From an optimization exercise on the open Yosys and OpenROAD flow, aimed at small area and a short achievable clock period; shortcuts taken in it are not production practice.
RTL that was checked went through simulation tests only; none was proved equivalent to the original.
No driver is modelled on the clock port, so clock power and skew are understated where the tree is cut down; a real chip needs a root buffer or a tree.
No activity file was given, so power comes from the tool's default toggle rates.

// Router_Top_Level_1x3
module Router_Top_Level_1x3(clock,resetn,read_enb_0,read_enb_1,read_enb_2,data_in,pkt_valid,data_out_0,data_out_1,data_out_2,valid_out_0,valid_out_1,valid_out_2,error,busy);
Size in the first run: roughly 1200 cells after synthesis, about 510 flip-flops.
export LEC_CHECK = 0
export CAP_MARGIN = 20
export CORE_MARGIN = 2
export CORE_UTILIZATION = 55
export PLACE_DENSITY = 0.65
export SETUP_SLACK_MARGIN = 3.36
export SLEW_MARGIN = 20
export SYNTH_HIERARCHICAL = 1
export SYNTH_MINIMUM_KEEP_SIZE = 0
create_clock -name core_clock -period 5.0 [get_ports {clock}]
standard.sh (not shown) runs the stock make flow with config.mk's settings and CLKGATE_MAP_FILE= SYNTH_SCRIPT=/design/flow/synth_recipe.tcl, a recipe that flattens the netlist after the stock synthesis.
==> flow/flow/run.sh <==
#!/bin/bash
# Standard ORFS layout, except that the clock tree is a hand-built two-level
# inverter tree (flow/cts_hook.tcl) instead of TritonCTS's buffer H-tree, and
# the port buffers start as buf_4 instead of the smallest buffer.
set -euo pipefail
work=$(pwd)
bash standard.sh PRE_CTS_TCL="$work/flow/cts_hook.tcl" \
  BUFFER_PORTS_ARGS="-buffer_cell sky130_fd_sc_hd__buf_4" finish > "$work/standard.log" 2>&1
Other scripts of this flow, unchanged in this note and not shown: flow/flow/cts_hook.tcl
The baseline completed without violations.
Change:
Settings changed: SETUP_SLACK_MARGIN 3.36 to 3.3.
After rerunning: Power is about the same; cell area fell by about 1.8%; synthesized area does not change; setup slack improves by 5.5 ps; core utilization came out lower by 1.1 points; register-to-register slack hardly moves; via count fell by about 1.3%; routed wire length stays flat.
No functional check of the RTL was part of any run of this note. No run of this note takes its clock network from TritonCTS; it comes from the design's own scripts or RTL.

========
Another version of the RTL of Router_Top_Level_1x3 (not shown whole).
Size in the first run: roughly 490 flip-flops, roughly 43 I/O pins, roughly 0.019 mm2 of cells after synthesis.
Design Router_Top_Level_1x3, start of the top module:
module Router_Top_Level_1x3(clock,resetn,read_enb_0,read_enb_1,read_enb_2,data_in,pkt_valid,data_out_0,data_out_1,data_out_2,valid_out_0,valid_out_1,valid_out_2,error,busy);
export LEC_CHECK = 0
export CAP_MARGIN = 20
export CORE_MARGIN = 2
export CORE_UTILIZATION = 50
export PLACE_DENSITY = 0.65
export SETUP_SLACK_MARGIN = 3.3
export SLEW_MARGIN = 20
export SYNTH_HIERARCHICAL = 1
export SYNTH_MINIMUM_KEEP_SIZE = 0
create_clock -name core_clock -period 5.0 [get_ports {clock}]
==> flow/flow/cts_hook.tcl <==
proc cell_out { master } {
  foreach mt [$master getMTerms] {
    if {[$mt getIoType] eq "OUTPUT"} { return [$mt getName] }
  }
}
proc build_clock_tree { rows cols leaf_master root_master } {
  set db [ord::get_db]
  set block [ord::get_db_block]
  set clk [$block findNet clock]
  set sinks {}
  foreach it [$clk getITerms] {
    set bb [[$it getInst] getBBox]
    lappend sinks [list $it [expr {([$bb xMin] + [$bb xMax]) / 2}] [expr {([$bb yMin] + [$bb yMax]) / 2}]]
  }
  set n [llength $sinks]
  set lm [$db findMaster $leaf_master]
  set rm [$db findMaster $root_master]
  set lo [cell_out $lm]
  set ro [cell_out $rm]
  set nroot [expr {($rows > 1 ? 2 : 1) * ($cols > 1 ? 2 : 1)}]
  for {set q 0} {$q < $nroot} {incr q} {
    set rootnet($q) [odb::dbNet_create $block clknet_root_$q]
    $rootnet($q) setSigType CLOCK
    set qx($q) 0; set qy($q) 0; set qn($q) 0
  }
  set sinks [lsort -integer -index 2 $sinks]
  set i 0
  for {set r 0} {$r < $rows} {incr r} {
    set row [lsort -integer -index 1 [lrange $sinks [expr {$r * $n / $rows}] [expr {($r + 1) * $n / $rows - 1}]]]
    set m [llength $row]
    for {set c 0} {$c < $cols} {incr c} {
      set g [lrange $row [expr {$c * $m / $cols}] [expr {($c + 1) * $m / $cols - 1}]]
      set gx 0; set gy 0
      foreach s $g { incr gx [lindex $s 1]; incr gy [lindex $s 2] }
      set gx [expr {$gx / [llength $g]}]
      set gy [expr {$gy / [llength $g]}]
      set q [expr {($rows > 1 && $r >= $rows / 2 ? 2 : 0) + ($cols > 1 && $c >= $cols / 2 ? 1 : 0)}]
      if {$nroot == 2 && $rows == 1} { set q [expr {$c >= $cols / 2}] }
      incr qx($q) $gx; incr qy($q) $gy; incr qn($q)
      set buf [odb::dbInst_create $block $lm clkbuf_leaf_$i]
      set net [odb::dbNet_create $block clknet_leaf_$i]
      $net setSigType CLOCK
      $buf setLocation [expr {$gx - [$lm getWidth] / 2}] [expr {$gy - [$lm getHeight] / 2}]
      $buf setPlacementStatus PLACED
      [$buf findITerm A] connect $rootnet($q)
      [$buf findITerm $lo] connect $net
      foreach s $g {
        set it [lindex $s 0]
        $it disconnect
        $it connect $net
      }
      incr i
    }
  }
  for {set q 0} {$q < $nroot} {incr q} {
    set root [odb::dbInst_create $block $rm clkbuf_root_$q]
    set cx [expr {$qx($q) / $qn($q)}]; set cy [expr {$qy($q) / $qn($q)}]
    $root setLocation [expr {$cx - [$rm getWidth] / 2}] [expr {$cy - [$rm getHeight] / 2}]
    $root setPlacementStatus PLACED
    [$root findITerm A] connect $clk
    [$root findITerm $ro] connect $rootnet($q)
  }
  puts "clock tree: $n sinks, $i leaves, $nroot roots"
}

# Sourced by ORFS cts.tcl as PRE_CTS_TCL: the clock tree is built by
# build_clock_tree above in place of TritonCTS; the rest of cts.tcl (legalizing,
# timing repair) runs unchanged. The tree has no inverter that
# repair_clock_inverters should clone, so that step is skipped.
rename repair_clock_inverters orfs_repair_clock_inverters
proc repair_clock_inverters { args } {}
rename clock_tree_synthesis orfs_clock_tree_synthesis
proc clock_tree_synthesis { args } {
  build_clock_tree 4 4 sky130_fd_sc_hd__inv_12 sky130_fd_sc_hd__inv_16
  set_propagated_clock [all_clocks]
}
Scripts as last shown in full above: flow/flow/run.sh
The starting point passed the timing, design-rule and antenna checks.
Then changed:
--- a/flow/flow/cts_hook.tcl
+++ b/flow/flow/cts_hook.tcl
@@ -73,3 +73,3 @@
 proc clock_tree_synthesis { args } {
-  build_clock_tree 4 4 sky130_fd_sc_hd__inv_12 sky130_fd_sc_hd__inv_16
+  build_clock_tree 4 4 sky130_fd_sc_hd__clkinv_8 sky130_fd_sc_hd__clkinv_16
   set_propagated_clock [all_clocks]
- CORE_UTILIZATION: 50 -> 55
- SETUP_SLACK_MARGIN: 3.3 -> 3.4
Outcome: Wire length came out higher by a little under a tenth. Cell area came out higher by a few percent. Flip-flop and latch count does not change. Register-to-register slack barely changes. Setup slack improves by 0.0095 ns. Via count came out higher by a few percent.
Then changed:
--- a/flow/flow/cts_hook.tcl
+++ b/flow/flow/cts_hook.tcl
@@ -73,3 +73,3 @@
 proc clock_tree_synthesis { args } {
-  build_clock_tree 4 4 sky130_fd_sc_hd__clkinv_8 sky130_fd_sc_hd__clkinv_16
+  build_clock_tree 4 4 sky130_fd_sc_hd__inv_12 sky130_fd_sc_hd__inv_16
   set_propagated_clock [all_clocks]
- PLACE_DENSITY: 0.65 -> 0.8
- SETUP_SLACK_MARGIN: 3.4 -> 3.3
Result: The new run finished clean; synthesized area is unchanged; setup slack gets worse by 0.0030 ns; sequential power is about the same; clock skew goes up by 0.0052 ns; utilization shrinks by 3.6 points; final area shrinks by 5.5%; register-to-register slack is about the same; final cell count decreases by 2.4%; wire length decreases by 4.8%; die area does not change; global-route usage decreases by 1.5 points.
Then changed:
--- a/flow/flow/cts_hook.tcl
+++ b/flow/flow/cts_hook.tcl
@@ -73,3 +73,3 @@
 proc clock_tree_synthesis { args } {
-  build_clock_tree 4 4 sky130_fd_sc_hd__inv_12 sky130_fd_sc_hd__inv_16
+  build_clock_tree 4 4 sky130_fd_sc_hd__clkinv_8 sky130_fd_sc_hd__clkinv_16
   set_propagated_clock [all_clocks]
- PLACE_DENSITY: 0.8 -> 0.65
- SETUP_SLACK_MARGIN: 3.3 -> 3.25
Result:
- cell area shrinks by 0.75%
- register-to-register slack barely changes
- first-iteration DRC count shrinks by 27%
- worst setup slack gets worse by 0.027 ns
- die area is unchanged
- wire length shrinks by about 1.7%
Then changed:
--- a/flow/flow/cts_hook.tcl
+++ b/flow/flow/cts_hook.tcl
@@ -73,3 +73,3 @@
 proc clock_tree_synthesis { args } {
-  build_clock_tree 4 4 sky130_fd_sc_hd__clkinv_8 sky130_fd_sc_hd__clkinv_16
+  build_clock_tree 4 4 sky130_fd_sc_hd__inv_12 sky130_fd_sc_hd__inv_16
   set_propagated_clock [all_clocks]
- SETUP_SLACK_MARGIN: 3.25 -> 3.31
Result: Worst hold slack gains 0.0057 ns. Clock power came out higher by a few percent. Sequential power hardly moves.
In every run of this note, the design's own scripts or RTL, not TritonCTS, make the clock network.

==> re-timing with driven ports <==
The results above use ideal ports. As a check the final layouts listed here were re-extracted and re-timed, cells and wires unchanged. Step 1, drivers: a clkbuf_16 drives clock and a buf_2 each remaining input, both assumed. Step 2, shift: input delay + t, output delay - t, t = (earliest + latest rising clock arrival at the registers) / 2. This alone moves slack from input paths to output paths. Slacks: no drivers / after step 1 / after step 2; pairs: no drivers / after step 1.
| run | t (ns) | setup WS [ns] | worst slew at a driven data input, ns |
|---|---|---|---|
| the first run of note 1 | 0.382 | 3.293 / 3.077 / 3.157 | 0.05 |
| the second run of note 1 | 0.376 | 3.298 / 3.087 / 3.115 | 0.06 |
| the first run of note 2 | 0.378 | 3.292 / 3.098 / 3.126 | 0.05 |
| the second run of note 2 | 0.432 | 3.301 / 3.066 / 3.138 | 0.05 |
| the third run of note 2 | 0.370 | 3.298 / 3.118 / 3.101 | 0.06 |
| the fourth run of note 2 | 0.431 | 3.271 / 3.036 / 3.061 | 0.05 |
| the fifth run of note 2 | 0.379 | 3.324 / 3.110 / 3.127 | 0.04 |
After both steps every run listed still meets setup and hold. The setup slack of the fourth run of note 2, which loses most, moves by -0.235 ns with the drivers and by -0.210 ns with both steps.
